This design comes from an exercise in tuning for small area, a short achievable clock period and few clock cycles on the open sky130 flow, not from production work.
In this exercise RTL edits were held to simulation tests only and were not proved equivalent to the original.

== the previous run ==
==> flow/design.v (excerpt) <==
module FFT16_stream (
	input             i_clk,
	input             i_rst,
	input             i_valid,
	input      [15:0] i_re,
	input      [15:0] i_im,
	output            o_ready,
	output reg        o_valid,
	output reg [15:0] o_re,
	output reg [15:0] o_im
);
==> module tw2, before the edit <==
module tw2 (
	input             i_clk,
	input             i_rst,
	input             i_v,
	input      [15:0] i_re,
	input      [15:0] i_im,
	output reg        o_v,
	output reg [15:0] o_re,
	output reg [15:0] o_im,
	output reg        o_nr
);
	reg [3:0] q;
	reg       a_v, b_v;
	always @(posedge i_clk or posedge i_rst) begin
		if (i_rst) begin
			q   <= 4'd0;
			a_v <= 1'b0;
			b_v <= 1'b0;
			o_v <= 1'b0;
		end else begin
			if (i_v) q <= q + 4'd1;
			a_v <= i_v;
			b_v <= a_v;
			o_v <= b_v;
		end
	end
	wire [1:0]  k = q[1] ? {q[2], q[3]} : 2'd0;    
	wire [23:0] rp, ip;
	wire [17:0] r3, i3;
	cmul_p u_rp (.a(i_re), .b5(1'b1), .id(1'b0), .p(rp), .a3(r3));
	cmul_p u_ip (.a(i_im), .b5(1'b1), .id(1'b0), .p(ip), .a3(i3));
	reg  [1:0]  a_k, b_k;
	reg  [15:0] a_rp, a_ip, a_re, a_im;
	reg  [9:0]  a_r3, a_i3;
	reg         a_rb, a_ib;
	always @(posedge i_clk) begin
		a_k  <= k;
		a_rp <= rp[23:8];  a_r3 <= r3[17:8];  a_rb <= (rp[7:0] < r3[7:0]);  a_re <= i_re;
		a_ip <= ip[23:8];  a_i3 <= i3[17:8];  a_ib <= (ip[7:0] < i3[7:0]);  a_im <= i_im;
	end
	wire [15:0] mr, mi;
	add16 u_mr (.a(a_rp), .b(~{{6{a_r3[9]}}, a_r3}), .ci(~a_rb), .s(mr));
	add16 u_mi (.a(a_ip), .b(~{{6{a_i3[9]}}, a_i3}), .ci(~a_ib), .s(mi));
	reg  [15:0] b_re, b_im;
	always @(posedge i_clk) begin
		b_k  <= a_k;
		b_re <= a_k[0] ? mr : a_re;
		b_im <= a_k[0] ? mi : a_im;
	end
	wire [15:0] msum, mdif;
	add16 u_ms (.a(b_re), .b(b_im),  .ci(1'b0), .s(msum));
	add16 u_md (.a(b_re), .b(~b_im), .ci(1'b1), .s(mdif));
	always @(posedge i_clk) begin
		case (b_k)
			2'd1: begin o_re <= mdif;  o_im <= msum; o_nr <= 1'b0; end
			2'd2: begin o_re <= ~b_im; o_im <= b_re; o_nr <= 1'b1; end
			2'd3: begin o_re <= ~msum; o_im <= mdif; o_nr <= 1'b1; end
			default: begin o_re <= b_re; o_im <= b_im; o_nr <= 1'b0; end
		endcase
	end
endmodule
clock: 10.0 ns
lec_check: 0
cap_margin: 20
core_margin: 2
core_utilization: 70
cts_cluster_diameter: 80
cts_cluster_size: 25
place_density: 0.8
setup_slack_margin: 5
slew_margin: 20
standard.sh (not shown) runs the stock make flow with config.mk's settings and CLKGATE_MAP_FILE= SYNTH_SCRIPT=/design/flow/synth_recipe.tcl, a recipe that flattens the netlist after the stock synthesis.
==> flow/flow/run.sh <==
#!/bin/bash
# standard flow with a larger setup-slack margin for timing repair
sed 's/SETUP_SLACK_MARGIN=5 /SETUP_SLACK_MARGIN=6.7 /' standard.sh > standard_m.sh
bash standard_m.sh > flow.log 2>&1
Testbench counts of the previous run, summed over its fixed seeds: cycles 3,360.
Changes in the current run relative to the previous run:
--- a/flow/design.v
+++ b/flow/design.v
@@ -228,12 +228,17 @@
 	cmul_p u_rp (.a(i_re), .b5(1'b1), .id(1'b0), .p(rp), .a3(r3));
 	cmul_p u_ip (.a(i_im), .b5(1'b1), .id(1'b0), .p(ip), .a3(i3));
+	wire        pass = ~k[0];
 	reg  [1:0]  a_k, b_k;
-	reg  [15:0] a_rp, a_ip, a_re, a_im;
+	reg  [15:0] a_rp, a_ip;
 	reg  [9:0]  a_r3, a_i3;
 	reg         a_rb, a_ib;
 	always @(posedge i_clk) begin
 		a_k  <= k;
-		a_rp <= rp[23:8];  a_r3 <= r3[17:8];  a_rb <= (rp[7:0] < r3[7:0]);  a_re <= i_re;
-		a_ip <= ip[23:8];  a_i3 <= i3[17:8];  a_ib <= (ip[7:0] < i3[7:0]);  a_im <= i_im;
+		a_rp <= pass ? i_re : rp[23:8];
+		a_ip <= pass ? i_im : ip[23:8];
+		a_r3 <= pass ? 10'd0 : r3[17:8];
+		a_i3 <= pass ? 10'd0 : i3[17:8];
+		a_rb <= ~pass & (rp[7:0] < r3[7:0]);
+		a_ib <= ~pass & (ip[7:0] < i3[7:0]);
 	end
 	wire [15:0] mr, mi;
@@ -243,6 +248,6 @@
 	always @(posedge i_clk) begin
 		b_k  <= a_k;
-		b_re <= a_k[0] ? mr : a_re;
-		b_im <= a_k[0] ? mi : a_im;
+		b_re <= mr;
+		b_im <= mi;
 	end
 	wire [15:0] msum, mdif;
## What came out
The current run and the previous run ended up with roughly the same share of the synthesized area in compound gates (AO/OA/AOI/OAI). Taking the previous run as the reference, in the current run pin count of the biggest net entering global routing -about 6%; least setup slack across all paths after layout now larger. A capturing element of the worst setup path of o_im[0] is what the previous run shows, while o_im[5] belongs to the current run. Proportion of synthesized chip area in sequential cells: the current run vs the previous run down 0.35 points.
Testbench counts of the current run, summed over its fixed seeds: cycles 3,360.

[separate check: timing with driven ports]
Ports are ideal in the flow. The routed layouts listed here were re-timed in OpenROAD.
Step 1: set_driving_cell puts a clkbuf_16 on i_clk and a buf_2 on each other input, an assumption about the parent block.
Step 2 also shifts input and output timing later by t, the mid clock arrival at the registers, as if the neighbouring blocks saw the same clock.
Three values: ideal, step 1, step 2; two values: the first two.
| run | shift t [ns] | setup slack, ns | hold WS [ns] |
|---|---|---|---|
| the previous run | 0.711 | 6.708 / 6.638 / 6.292 | 0.303 / 0.303 / 0.303 |
| the current run | 0.712 | 6.730 / 6.660 / 6.315 | 0.318 / 0.318 / 0.318 |
After both steps every run listed still meets setup and hold. For the previous run, which loses most, drivers alone change the setup slack by -0.070 ns; drivers and shift together by -0.416 ns.
